This design comes from an exercise in tuning for small area, a short achievable clock period and few clock cycles on the open sky130 flow, not from production work. Where RTL was checked, it was by simulation tests only, not by an equivalence proof against the original. Power figures rest on the tool's default switching activity, not on a simulated workload.

Setup of old:
// mmult
module mmult#(parameter MATRIX_SIZE = 3,
              parameter INPUT_UNIT_LEN = 8,
              parameter OUTPUT_UNIT_LEN = INPUT_UNIT_LEN*2+1)
             (input clk,
              input reset_n,
              input enable,
              input [0:9*INPUT_UNIT_LEN-1] A_mat,
              input [0:9*INPUT_UNIT_LEN-1] B_mat,
              output valid,
              output wire [0:9*OUTPUT_UNIT_LEN-1] C_mat);
Size in the first run: ~4600 cells after synthesis, ~300 I/O pins, roughly 48000 um^2 of cells after synthesis.
clock: 8.0 ns
lec_check: 0
cap_margin: 30
core_margin: 2
core_utilization: 40
setup_slack_margin: 3.7
slew_margin: 45
synth_hierarchical: 1
tns_end_percent: 5
standard.sh (not shown) runs the stock make flow with config.mk's settings and CLKGATE_MAP_FILE= SYNTH_SCRIPT=/design/flow/synth_recipe.tcl, a recipe that flattens the netlist after the stock synthesis.
==> flow/flow/run.sh <==
#!/bin/bash
# The standard layout (the standard.sh, synthesis unchanged), except that
# the port buffers are a stronger buffer than the one buffer_ports picks on
# its own: every input and output port still gets exactly one buffer.
set -euo pipefail
export BUFFER_PORTS_ARGS="-buffer_cell sky130_fd_sc_hd__buf_4"
bash standard.sh finish > standard.log 2>&1
### old -> new
- swapping 3.7 for 3.3 in SETUP_SLACK_MARGIN
==> results.txt <==
Looking at sequential share of layout area, new sits above old.
old and new ended up with roughly the same share of the final layout cell area in multi-input gates.
Diff old..new | iteration count of the initial detailed-routing pass | unchanged
met2 routed wirelength of new falls short of that of old by a few percent.
Comparing old against new, there is no change at all in count of buffers inserted at the top-level ports.
Share of power burned in the clock network for new: 0.7 points up relative to old
Cmp old and new / met2 track utilization from global routing / higher: old
No functional check of the RTL was part of any run of this note.

build 46:
Another version of the RTL of mmult (not shown whole).
Size: ~4600 cells after synthesis, roughly 280 flip-flops, roughly 300 I/O pins, roughly 48000 um^2 of cells after synthesis.
clock: 8.0 ns
lec_check: 0
cap_margin: 30
core_margin: 2
core_utilization: 45
setup_slack_margin: 3.3
slew_margin: 45
synth_hierarchical: 1
tns_end_percent: 5
==> flow/flow/run.sh <==
#!/bin/bash
# The standard layout (the standard.sh, synthesis unchanged), except for
# the port buffers: every input and output port still gets exactly one
# buffer, but a buf_4 instead of the weak buffer buffer_ports picks on its
# own, and after global placement each port buffer is moved from beside its
# pin to the logic it serves (move_port_buffers.tcl); detailed placement
# then legalizes it.  make's output goes to standard.log; each step's log
# stays in orfs/logs.
set -euo pipefail
export BUFFER_PORTS_ARGS="-buffer_cell sky130_fd_sc_hd__buf_4"
export POST_GLOBAL_PLACE_TCL="$PWD/flow/move_port_buffers.tcl"
bash standard.sh finish > standard.log 2>&1
==> flow/flow/move_port_buffers.tcl <==
# Move each port buffer from beside its pin to the logic it serves: an
# input port's buffer to the middle of the cells it drives, an output
# port's buffer next to the cell that drives it.  The port itself drives,
# or is driven by, the longer wire to the pin instead of a small logic
# cell.  Detailed placement legalizes the moved buffers afterwards.
set block [ord::get_db_block]
set moved 0
foreach bterm [$block getBTerms] {
  set net [$bterm getNet]
  if { $net == "NULL" } { continue }
  if { [$net getSigType] != "SIGNAL" } { continue }
  set iterms [$net getITerms]
  if { [llength $iterms] != 1 } { continue }
  set buf [[lindex $iterms 0] getInst]
  set master [[$buf getMaster] getName]
  if { ![string match "sky130_fd_sc_hd__buf_*" $master] } { continue }
  # the buffer's other net
  set other "NULL"
  foreach it [$buf getITerms] {
    set n [$it getNet]
    if { $n == "NULL" || $n == $net } { continue }
    if { [$n getSigType] != "SIGNAL" } { continue }
    set other $n
  }
  if { $other == "NULL" } { continue }
  set xs 0; set ys 0; set cnt 0
  foreach it [$other getITerms] {
    set i [$it getInst]
    if { $i == $buf } { continue }
    set loc [$i getLocation]
    incr xs [lindex $loc 0]; incr ys [lindex $loc 1]; incr cnt
  }
  if { $cnt == 0 } { continue }
  $buf setLocation [expr {$xs / $cnt}] [expr {$ys / $cnt}]
  $buf setPlacementStatus PLACED
  incr moved
}
puts "move_port_buffers: moved $moved port buffers"
Testbench counts of build 46, summed over its fixed seeds: cycles 320.
--- input diff build 46..build 94 ---
==> flow/flow/run.sh <==
#!/bin/bash
# The standard layout (the standard.sh, synthesis unchanged), except for
# the port buffers: every input and output port still gets exactly one
# buffer, but a buf_4 instead of the weak buffer buffer_ports picks on its
# own; after global placement the output-port buffers are made buf_2
# (downsize_outputs.tcl), and each port buffer is moved from beside its pin
# to the logic it serves (move_port_buffers.tcl); detailed placement then
# legalizes them.  make's output goes to standard.log; each step's log
# stays in orfs/logs.
set -euo pipefail
export BUFFER_PORTS_ARGS="-buffer_cell sky130_fd_sc_hd__buf_4"
export POST_GLOBAL_PLACE_TCL="$PWD/flow/post_gp.tcl"
bash standard.sh finish > standard.log 2>&1
==> flow/flow/downsize_outputs.tcl (new file) <==
# Make the buffers that buffer_ports put on the outputs buf_2: after
# move_port_buffers.tcl each sits by the logic and drives the wire to its pin
# and the pin's 0.01 pF, for which a buf_2 is enough.
set n 0
foreach inst [get_cells *] {
  if { [get_property $inst ref_name] != "sky130_fd_sc_hd__buf_4" } { continue }
  set pin [get_pins -of_objects $inst -filter "direction == output"]
  set net [get_property [get_nets -of_objects $pin] name]
  if { [string match "C_mat*" $net] || $net == "valid" } {
    replace_cell $inst sky130_fd_sc_hd__buf_2
    incr n
  }
}
puts "downsize_outputs: $n output buffers made buf_2"
==> flow/flow/post_gp.tcl (new file) <==
# After global placement: make the output-port buffers buf_2, then move every
# port buffer to the logic it serves.
set here [file dirname [info script]]
source [file join $here downsize_outputs.tcl]
source [file join $here move_port_buffers.tcl]
-- flow/config.mk --
<<< build 46, line 8
export CAP_MARGIN = 30
export CORE_MARGIN = 2
export CORE_UTILIZATION = 45
export SETUP_SLACK_MARGIN = 3.3
export SLEW_MARGIN = 45
>>> build 94, line 8
export CAP_MARGIN = 30
export CORE_MARGIN = 2
export CORE_UTILIZATION = 60
export SETUP_SLACK_MARGIN = 3.3
export SLEW_MARGIN = 45
### Flow results
The internal power contribution in build 46 is 1.09 times that in build 94.
First-iteration DRC count delta (build 94 − build 46): unfavourable
Going from build 46 to build 94, power dissipated in sequential cells closely matched the old numbers, part of the cycle the worst path needs increased by 0.86 points relative to the old numbers.
Of build 94 and build 46, the run reporting the higher die area was build 46.
[diff] routed wire length, build 94 relative to build 46: improvement
The estimated power of build 94 ends up lower than the estimate for build 46.
Core util | build 94 vs build 46 | build 94 higher
The post-placement setup slack on build 94 is in line with that on build 46.
Changes observed in build 94 relative to build 46: wire length of the first global-routing pass went down 10000 um, worst-case setup margin in the final layout went down 69 ps.
> inputs changed (build 94 -> build 40)
==> flow/flow/run.sh <==
#!/bin/bash
# The standard layout (the standard.sh, synthesis unchanged), except for
# the port buffers: every input and output port still gets exactly one
# buffer, but a buf_4 instead of the weak buffer buffer_ports picks on its
# own, and after global placement each port buffer is moved from beside its
# pin to the logic it serves (move_port_buffers.tcl); detailed placement
# then legalizes it.  make's output goes to standard.log; each step's log
# stays in orfs/logs.
set -euo pipefail
export BUFFER_PORTS_ARGS="-buffer_cell sky130_fd_sc_hd__buf_4"
export POST_GLOBAL_PLACE_TCL="$PWD/flow/move_port_buffers.tcl"
bash standard.sh finish > standard.log 2>&1
-- flow/config.mk --
<<< build 94, line 8
export CAP_MARGIN = 30
export CORE_MARGIN = 2
export CORE_UTILIZATION = 60
export SETUP_SLACK_MARGIN = 3.3
export SLEW_MARGIN = 45
export SYNTH_HIERARCHICAL = 1
export TNS_END_PERCENT = 5
>>> build 40, line 8
export CAP_MARGIN = 30
export CORE_MARGIN = 2
export CORE_UTILIZATION = 45
export SETUP_SLACK_MARGIN = 3.5
export SLEW_MARGIN = 45
export SYNTH_HIERARCHICAL = 1
export TNS_END_PERCENT = 1
removed: flow/flow/downsize_outputs.tcl
removed: flow/flow/post_gp.tcl
==> comparison <==
All of build 94 and build 40 finish clean. Build 40 — area added between synthesis and finish 3.4 points higher, build 94 as reference. Fmax: build 40 above build 94. In build 40 the switching power total turned out about 3% higher than in build 94. In the metrics for build 94 and build 40, the one carrying the higher relative area of clock buffers and inverters in the final design is build 94. Between build 40 and build 94, it is build 40 whose total area of multi-input combinational cells is higher, by 770 um^2. Build 40 vs build 94: detailed-routing iteration count for the pre-antenna-repair pass down. Between build 94 and build 40, switching fraction of total power is lower for build 40, build 94 comes in above that. Relative to build 94, number of vias after detailed routing has decreased by 111 in build 40.

static timing again, ports no longer ideal:
How much do the figures lean on ideal ports? The routed layouts below were timed once more, with nothing changed but the port constraints. Step 1 (the two cells are an assumption about what drives the block):
set clk [get_ports {clk}]
set_driving_cell -lib_cell sky130_fd_sc_hd__clkbuf_16 $clk
set_driving_cell -lib_cell sky130_fd_sc_hd__buf_2 [delete_from_list [all_inputs] $clk]
Step 2, shift: input delay + t, output delay - t, t = (earliest + latest rising clock arrival at the registers) / 2. This alone moves slack from input paths to output paths. Slacks: no drivers / after step 1 / after step 2; pairs: no drivers / after step 1.
run	t, ns	setup WS [ns]	hold slack, ns	latest minus earliest clock arrival (ns)
old	0.693	3.372 / 3.295 / 2.776	1.186 / 1.134 / 1.827	0.040 / 0.040
new	0.682	3.269 / 3.194 / 2.710	1.181 / 1.132 / 1.814	0.035 / 0.035
build 46	0.696	3.394 / 3.309 / 2.614	1.185 / 1.130 / 1.825	0.033 / 0.033
build 94	0.665	3.325 / 3.241 / 2.575	1.200 / 1.160 / 1.825	0.026 / 0.027
build 40	0.680	3.431 / 3.282 / 2.602	1.190 / 1.146 / 1.826	0.030 / 0.030
After both steps every run listed still meets setup and hold. The setup slack of build 40, which loses most, moves by -0.149 ns with the drivers and by -0.829 ns with both steps.
